What follows belongs to an exercise in optimizing a design on an open flow for small area and a short achievable clock period; a production flow would make more cautious choices.
At most, simulation tests tie the RTL to the original design; equivalence was not proved.
No driver is modelled on the clock port, so clocking that relies on it looks cheaper here than on a real chip.
Power figures rest on the tool's default switching activity, not on a simulated workload.

==> module adatreceive, before the edit <==
module adatreceive(clk8x, rst, sdi, frame_sync, bit_sync,
	ch1, ch2, ch3, ch4,
	ch5, ch6, ch7, ch8);
	input wire clk8x;
	input wire rst;
	input wire sdi;
	output reg frame_sync;
	output wire bit_sync;
	output reg [23:0] ch1;
	output reg [23:0] ch2;
	output reg [23:0] ch3;
	output reg [23:0] ch4;
	output reg [23:0] ch5;
	output reg [23:0] ch6;
	output reg [23:0] ch7;
	output reg [23:0] ch8;
	reg [7:0] bitpos;
	reg [28:0] shiftreg;
	reg prevbit;
	wire [23:0] sample;
	wire [23:0] rsample;
	wire [23:0] ldval;
	wire sdi_reclocked;
	wire found_sync_pattern;
	assign sample[23:20] = shiftreg[28:25];
	assign sample[19:16] = shiftreg[23:20];
	assign sample[15:12] = shiftreg[18:15];
	assign sample[11:8]  = shiftreg[13:10];
	assign sample[7:4]   = shiftreg[8:5];
	assign sample[3:0]   = shiftreg[3:0];
	genvar i;
	generate
		for (i = 0; i < 24; i = i + 1) begin
			assign rsample[i] = sample[23-i];
		end
	endgenerate
	assign ldval = rst ? 24'd0 : rsample;
	adatreclock reclocker(
		.clk(clk8x),
		.rst(rst),
		.sdi(sdi),
		.sample(sdi_reclocked),
		.sample_valid(bit_sync)
	);
	assign found_sync_pattern =
		(shiftreg[28:19] == 10'b0000000000);
	wire ld1 = rst | (bitpos == 8'd34);
	wire ld2 = rst | (bitpos == 8'd64);
	wire ld3 = rst | (bitpos == 8'd94);
	wire ld4 = rst | (bitpos == 8'd124);
	wire ld5 = rst | (bitpos == 8'd154);
	wire ld6 = rst | (bitpos == 8'd184);
	wire ld7 = rst | (bitpos == 8'd214);
	wire ld8 = rst | (bitpos == 8'd244);
	always @ (posedge clk8x) begin
		if (ld1) ch1 <= ldval;
		if (ld2) ch2 <= ldval;
		if (ld3) ch3 <= ldval;
		if (ld4) ch4 <= ldval;
		if (ld5) ch5 <= ldval;
		if (ld6) ch6 <= ldval;
		if (ld7) ch7 <= ldval;
		if (ld8) ch8 <= ldval;
	end
	always @ (posedge clk8x) begin
		if (rst) begin
			frame_sync <= 1'b0;
			bitpos <= 8'd0;
			shiftreg <= 29'h1fffffff;
			prevbit <= 1'b0;
		end
		else begin
			frame_sync <= bit_sync & found_sync_pattern;
			if (bit_sync) begin
				prevbit <= sdi_reclocked;
				shiftreg <= {sdi_reclocked ^ prevbit, shiftreg[28:1]};
				if (found_sync_pattern)
					bitpos <= 8'd0;
				else
					bitpos <= bitpos + 8'd1;
			end
		end
	end
endmodule
export LEC_CHECK = 0
export CAP_MARGIN = 20
export CORE_MARGIN = 2
export CORE_UTILIZATION = 40
export SETUP_SLACK_MARGIN = 1.2
export SLEW_MARGIN = 20
create_clock -name core_clock -period 2.7 [get_ports {clk8x}]
run.sh (not shown) runs the stock make flow with config.mk's settings and CLKGATE_MAP_FILE= SYNTH_SCRIPT=/design/flow/synth_recipe.tcl, a recipe that flattens the netlist after the stock synthesis.
Then changed:
--- a/flow/design.v
+++ b/flow/design.v
@@ -71,20 +71,30 @@
 		.sdi(sdi),
 		.sample(sdi_reclocked),
 		.sample_valid(bit_sync)
 	);
 	assign found_sync_pattern =
 		(shiftreg[28:19] == 10'b0000000000);
-	wire ld1 = rst | (bitpos == 8'd34);
-	wire ld2 = rst | (bitpos == 8'd64);
-	wire ld3 = rst | (bitpos == 8'd94);
-	wire ld4 = rst | (bitpos == 8'd124);
-	wire ld5 = rst | (bitpos == 8'd154);
-	wire ld6 = rst | (bitpos == 8'd184);
-	wire ld7 = rst | (bitpos == 8'd214);
-	wire ld8 = rst | (bitpos == 8'd244);
+	reg [7:0] ld_q;
+	wire [7:0] ld_next;
+	assign ld_next[0] = ~found_sync_pattern & (bitpos == 8'd33);
+	assign ld_next[1] = ~found_sync_pattern & (bitpos == 8'd63);
+	assign ld_next[2] = ~found_sync_pattern & (bitpos == 8'd93);
+	assign ld_next[3] = ~found_sync_pattern & (bitpos == 8'd123);
+	assign ld_next[4] = ~found_sync_pattern & (bitpos == 8'd153);
+	assign ld_next[5] = ~found_sync_pattern & (bitpos == 8'd183);
+	assign ld_next[6] = ~found_sync_pattern & (bitpos == 8'd213);
+	assign ld_next[7] = ~found_sync_pattern & (bitpos == 8'd243);
+	wire ld1 = rst | ld_q[0];
+	wire ld2 = rst | ld_q[1];
+	wire ld3 = rst | ld_q[2];
+	wire ld4 = rst | ld_q[3];
+	wire ld5 = rst | ld_q[4];
+	wire ld6 = rst | ld_q[5];
+	wire ld7 = rst | ld_q[6];
+	wire ld8 = rst | ld_q[7];
 	always @ (posedge clk8x) begin
 		if (ld1) ch1 <= ldval;
 		if (ld2) ch2 <= ldval;
 		if (ld3) ch3 <= ldval;
 		if (ld4) ch4 <= ldval;
 		if (ld5) ch5 <= ldval;
@@ -95,17 +105,19 @@
 	always @ (posedge clk8x) begin
 		if (rst) begin
 			frame_sync <= 1'b0;
 			bitpos <= 8'd0;
 			shiftreg <= 29'h1fffffff;
 			prevbit <= 1'b0;
+			ld_q <= 8'd0;
 		end
 		else begin
 			frame_sync <= bit_sync & found_sync_pattern;
 			if (bit_sync) begin
 				prevbit <= sdi_reclocked;
+				ld_q <= ld_next;
 				shiftreg <= {sdi_reclocked ^ prevbit, shiftreg[28:1]};
 				if (found_sync_pattern)
 					bitpos <= 8'd0;
 				else
 					bitpos <= bitpos + 8'd1;
 			end
Synthesized area increases by 4.0%.
Wire length decreases by 16%.
Via count decreases by 7.9%.
Hold slack is about the same.
Total power decreases by 0.98%.
Design area decreases by 8.6%.
Combinational power decreases by 25%.
Die area increases by 3.9%.
Only the layout flow was run in the first run of this note; the RTL was not checked for function there.

---

main:
RTL: one of the versions met above, not the one the previous note started from.
Size: about 420 cells after synthesis, about 250 flip-flops, ~200 I/O pins.
==> module adatreceive, before the edit <==
module adatreceive(clk8x, rst, sdi, frame_sync, bit_sync,
	ch1, ch2, ch3, ch4,
	ch5, ch6, ch7, ch8);
	input wire clk8x;
	input wire rst;
	input wire sdi;
	output reg frame_sync;
	output wire bit_sync;
	output reg [23:0] ch1;
	output reg [23:0] ch2;
	output reg [23:0] ch3;
	output reg [23:0] ch4;
	output reg [23:0] ch5;
	output reg [23:0] ch6;
	output reg [23:0] ch7;
	output reg [23:0] ch8;
	reg [7:0] bitpos;
	reg [28:0] shiftreg;
	reg prevbit;
	wire [23:0] sample;
	wire [23:0] rsample;
	wire [23:0] ldval;
	wire sdi_reclocked;
	wire found_sync_pattern;
	assign sample[23:20] = shiftreg[28:25];
	assign sample[19:16] = shiftreg[23:20];
	assign sample[15:12] = shiftreg[18:15];
	assign sample[11:8]  = shiftreg[13:10];
	assign sample[7:4]   = shiftreg[8:5];
	assign sample[3:0]   = shiftreg[3:0];
	genvar i;
	generate
		for (i = 0; i < 24; i = i + 1) begin
			assign rsample[i] = sample[23-i];
		end
	endgenerate
	assign ldval = rst ? 24'd0 : rsample;
	adatreclock reclocker(
		.clk(clk8x),
		.rst(rst),
		.sdi(sdi),
		.sample(sdi_reclocked),
		.sample_valid(bit_sync)
	);
	assign found_sync_pattern =
		(shiftreg[28:19] == 10'b0000000000);
	reg [7:0] ld_q;
	wire [7:0] ld_next;
	assign ld_next[0] = ~found_sync_pattern & (bitpos == 8'd33);
	assign ld_next[1] = ~found_sync_pattern & (bitpos == 8'd63);
	assign ld_next[2] = ~found_sync_pattern & (bitpos == 8'd93);
	assign ld_next[3] = ~found_sync_pattern & (bitpos == 8'd123);
	assign ld_next[4] = ~found_sync_pattern & (bitpos == 8'd153);
	assign ld_next[5] = ~found_sync_pattern & (bitpos == 8'd183);
	assign ld_next[6] = ~found_sync_pattern & (bitpos == 8'd213);
	assign ld_next[7] = ~found_sync_pattern & (bitpos == 8'd243);
	wire ld1 = rst | ld_q[0];
	wire ld2 = rst | ld_q[1];
	wire ld3 = rst | ld_q[2];
	wire ld4 = rst | ld_q[3];
	wire ld5 = rst | ld_q[4];
	wire ld6 = rst | ld_q[5];
	wire ld7 = rst | ld_q[6];
	wire ld8 = rst | ld_q[7];
	always @ (posedge clk8x) begin
		if (ld1) ch1 <= ldval;
		if (ld2) ch2 <= ldval;
		if (ld3) ch3 <= ldval;
		if (ld4) ch4 <= ldval;
		if (ld5) ch5 <= ldval;
		if (ld6) ch6 <= ldval;
		if (ld7) ch7 <= ldval;
		if (ld8) ch8 <= ldval;
	end
	always @ (posedge clk8x) begin
		if (rst) begin
			frame_sync <= 1'b0;
			bitpos <= 8'd0;
			shiftreg <= 29'h1fffffff;
			prevbit <= 1'b0;
			ld_q <= 8'd0;
		end
		else begin
			frame_sync <= bit_sync & found_sync_pattern;
			if (bit_sync) begin
				prevbit <= sdi_reclocked;
				ld_q <= ld_next;
				shiftreg <= {sdi_reclocked ^ prevbit, shiftreg[28:1]};
				if (found_sync_pattern)
					bitpos <= 8'd0;
				else
					bitpos <= bitpos + 8'd1;
			end
		end
	end
endmodule
export LEC_CHECK = 0
export CAP_MARGIN = 20
export CORE_MARGIN = 2
export CORE_UTILIZATION = 60
export CTS_CLUSTER_DIAMETER = 60
export CTS_CLUSTER_SIZE = 30
export SETUP_SLACK_MARGIN = 1.2
export SLEW_MARGIN = 20
create_clock -name core_clock -period 2.7 [get_ports {clk8x}]
standard.sh (not shown) runs the stock make flow with config.mk's settings and CLKGATE_MAP_FILE= SYNTH_SCRIPT=/design/flow/synth_recipe.tcl, a recipe that flattens the netlist after the stock synthesis.
==> flow/flow/run.sh <==
#!/bin/bash
# Own layout flow: the standard ORFS layout, with one change to clock tree
# synthesis (cts_hook.tcl): the intermediate levels of TritonCTS's tree are
# removed, so the leaf buffers hang directly on the root buffer's net. The tree
# stays balanced (every register is two buffers from the clock port).
# Port buffers start as buf_1 (the smallest buffer) instead of clkdlybuf4s50_1.
set -euo pipefail
here=$(pwd)
export PRE_CTS_TCL=$here/flow/cts_hook.tcl
export BUFFER_PORTS_ARGS="-buffer_cell sky130_fd_sc_hd__buf_1"
bash standard.sh > "$here/standard_flow.log" 2>&1
==> flow/flow/cts_hook.tcl <==
# Wrap clock_tree_synthesis: after TritonCTS builds its tree, remove the
# buffers between the root buffer and the leaf (cluster) buffers, and hang
# the leaf buffers directly on the net their removed driver was driven by.
rename clock_tree_synthesis tritoncts_clock_tree_synthesis
proc clock_tree_synthesis { args } {
  tritoncts_clock_tree_synthesis {*}$args
  set block [ord::get_db_block]
  for { set level 1 } { $level < 10 } { incr level } {
    foreach inst [$block getInsts] {
      set name [$inst getName]
      if { ![string match "clkbuf_${level}_*" $name] } { continue }
      set in [[$inst findITerm A] getNet]
      set out [[$inst findITerm X] getNet]
      foreach it [$out getITerms] {
        if { [$it getInst] ne $inst } {
          $it disconnect
          $it connect $in
        }
      }
      odb::dbInst_destroy $inst
      odb::dbNet_destroy $out
      puts "cts_hook: removed $name"
    }
  }
}
diff inputs: main => the feature branch
==> flow/design.v, changed modules only <==
module adatreceive(clk8x, rst, sdi, frame_sync, bit_sync,
	ch1, ch2, ch3, ch4,
	ch5, ch6, ch7, ch8);
	input wire clk8x;
	input wire rst;
	input wire sdi;
	output reg frame_sync;
	output wire bit_sync;
	output reg [23:0] ch1;
	output reg [23:0] ch2;
	output reg [23:0] ch3;
	output reg [23:0] ch4;
	output reg [23:0] ch5;
	output reg [23:0] ch6;
	output reg [23:0] ch7;
	output reg [23:0] ch8;
	reg [7:0] bitpos;
	reg [9:0] hist_hi;
	reg [18:0] hist_lo;
	wire [28:0] shiftreg = {hist_hi, hist_lo};
	reg prevbit;
	wire [23:0] sample;
	wire [23:0] rsample;
	wire [23:0] ldval;
	wire sdi_reclocked;
	wire found_sync_pattern;
	assign sample[23:20] = shiftreg[28:25];
	assign sample[19:16] = shiftreg[23:20];
	assign sample[15:12] = shiftreg[18:15];
	assign sample[11:8]  = shiftreg[13:10];
	assign sample[7:4]   = shiftreg[8:5];
	assign sample[3:0]   = shiftreg[3:0];
	genvar i;
	generate
		for (i = 0; i < 24; i = i + 1) begin
			assign rsample[i] = sample[23-i];
		end
	endgenerate
	assign ldval = rst ? 24'd0 : rsample;
	adatreclock reclocker(
		.clk(clk8x),
		.rst(rst),
		.sdi(sdi),
		.sample(sdi_reclocked),
		.sample_valid(bit_sync)
	);
	assign found_sync_pattern =
		(shiftreg[28:19] == 10'b0000000000);
	reg [7:0] ld_q;
	wire [7:0] ld_next;
	assign ld_next[0] = ~found_sync_pattern & (bitpos == 8'd33);
	assign ld_next[1] = ~found_sync_pattern & (bitpos == 8'd63);
	assign ld_next[2] = ~found_sync_pattern & (bitpos == 8'd93);
	assign ld_next[3] = ~found_sync_pattern & (bitpos == 8'd123);
	assign ld_next[4] = ~found_sync_pattern & (bitpos == 8'd153);
	assign ld_next[5] = ~found_sync_pattern & (bitpos == 8'd183);
	assign ld_next[6] = ~found_sync_pattern & (bitpos == 8'd213);
	assign ld_next[7] = ~found_sync_pattern & (bitpos == 8'd243);
	wire ld1 = rst | ld_q[0];
	wire ld2 = rst | ld_q[1];
	wire ld3 = rst | ld_q[2];
	wire ld4 = rst | ld_q[3];
	wire ld5 = rst | ld_q[4];
	wire ld6 = rst | ld_q[5];
	wire ld7 = rst | ld_q[6];
	wire ld8 = rst | ld_q[7];
	always @ (posedge clk8x) begin
		if (bit_sync)
			hist_lo <= {hist_hi[0], hist_lo[18:1]};
	end
	always @ (posedge clk8x) begin
		if (ld1) ch1 <= ldval;
		if (ld2) ch2 <= ldval;
		if (ld3) ch3 <= ldval;
		if (ld4) ch4 <= ldval;
		if (ld5) ch5 <= ldval;
		if (ld6) ch6 <= ldval;
		if (ld7) ch7 <= ldval;
		if (ld8) ch8 <= ldval;
	end
	always @ (posedge clk8x) begin
		if (rst) begin
			frame_sync <= 1'b0;
			bitpos <= 8'd0;
			hist_hi <= 10'h3ff;
			prevbit <= 1'b0;
			ld_q <= 8'd0;
		end
		else begin
			frame_sync <= bit_sync & found_sync_pattern;
			if (bit_sync) begin
				prevbit <= sdi_reclocked;
				ld_q <= ld_next;
				hist_hi <= {sdi_reclocked ^ prevbit, hist_hi[9:1]};
				if (found_sync_pattern)
					bitpos <= 8'd0;
				else
					bitpos <= bitpos + 8'd1;
			end
		end
	end
endmodule
==> summary.txt <==
- Design internal power delta for the feature branch relative to main: 0.00016 W lower
- Count of hold-fix buffers inserted at cts came out exactly the same in main and the feature branch.
- Compared with main, in the feature branch overall track demand over capacity in global routing higher, share of synthesized area spent on multiplexers shrank by 2.5 points, fraction of final layout cells with drive strength greater than 1 fell 8.3 points, flip-flop and latch count ~0 delta, power decreased by 0.00025 W relative to the old numbers.
- [compare] base=main new=the feature branch: total of buffers placed on input and output ports did not really move; simple-gate portion of the synthesized area went down; slack of the critical path went down.
- Delta (the feature branch minus main): width of the die lost 0.48%, post-route cell area has decreased.

## afterwards: timing with drivers on the ports
The flow's constraints put no driver on any port. The routed layouts listed below were extracted and timed again, unchanged, in two steps. Step 1, drivers: a clkbuf_16 drives clk8x and a buf_2 each remaining input, both assumed. Step 2, shift: input delay + t, output delay - t, t = (earliest + latest rising clock arrival at the registers) / 2. This alone moves slack from input paths to output paths. Slacks: ideal / step 1 / step 2; pairs: ideal / step 1.
run	t, ns	setup WS [ns]	worst register clock-pin slew, ns
the first run of note 1	0.538	1.019 / 1.015 / 0.772	0.07 / 0.07
the second run of note 1	0.534	1.086 / 1.042 / 0.754	0.06 / 0.06
main	0.456	1.165 / 1.125 / 0.824	0.10 / 0.10
the feature branch	0.442	1.154 / 1.115 / 0.921	0.11 / 0.11
After both steps every run listed still meets setup and hold. The setup slack of main, which loses most, moves by -0.040 ns with the drivers and by -0.341 ns with both steps.
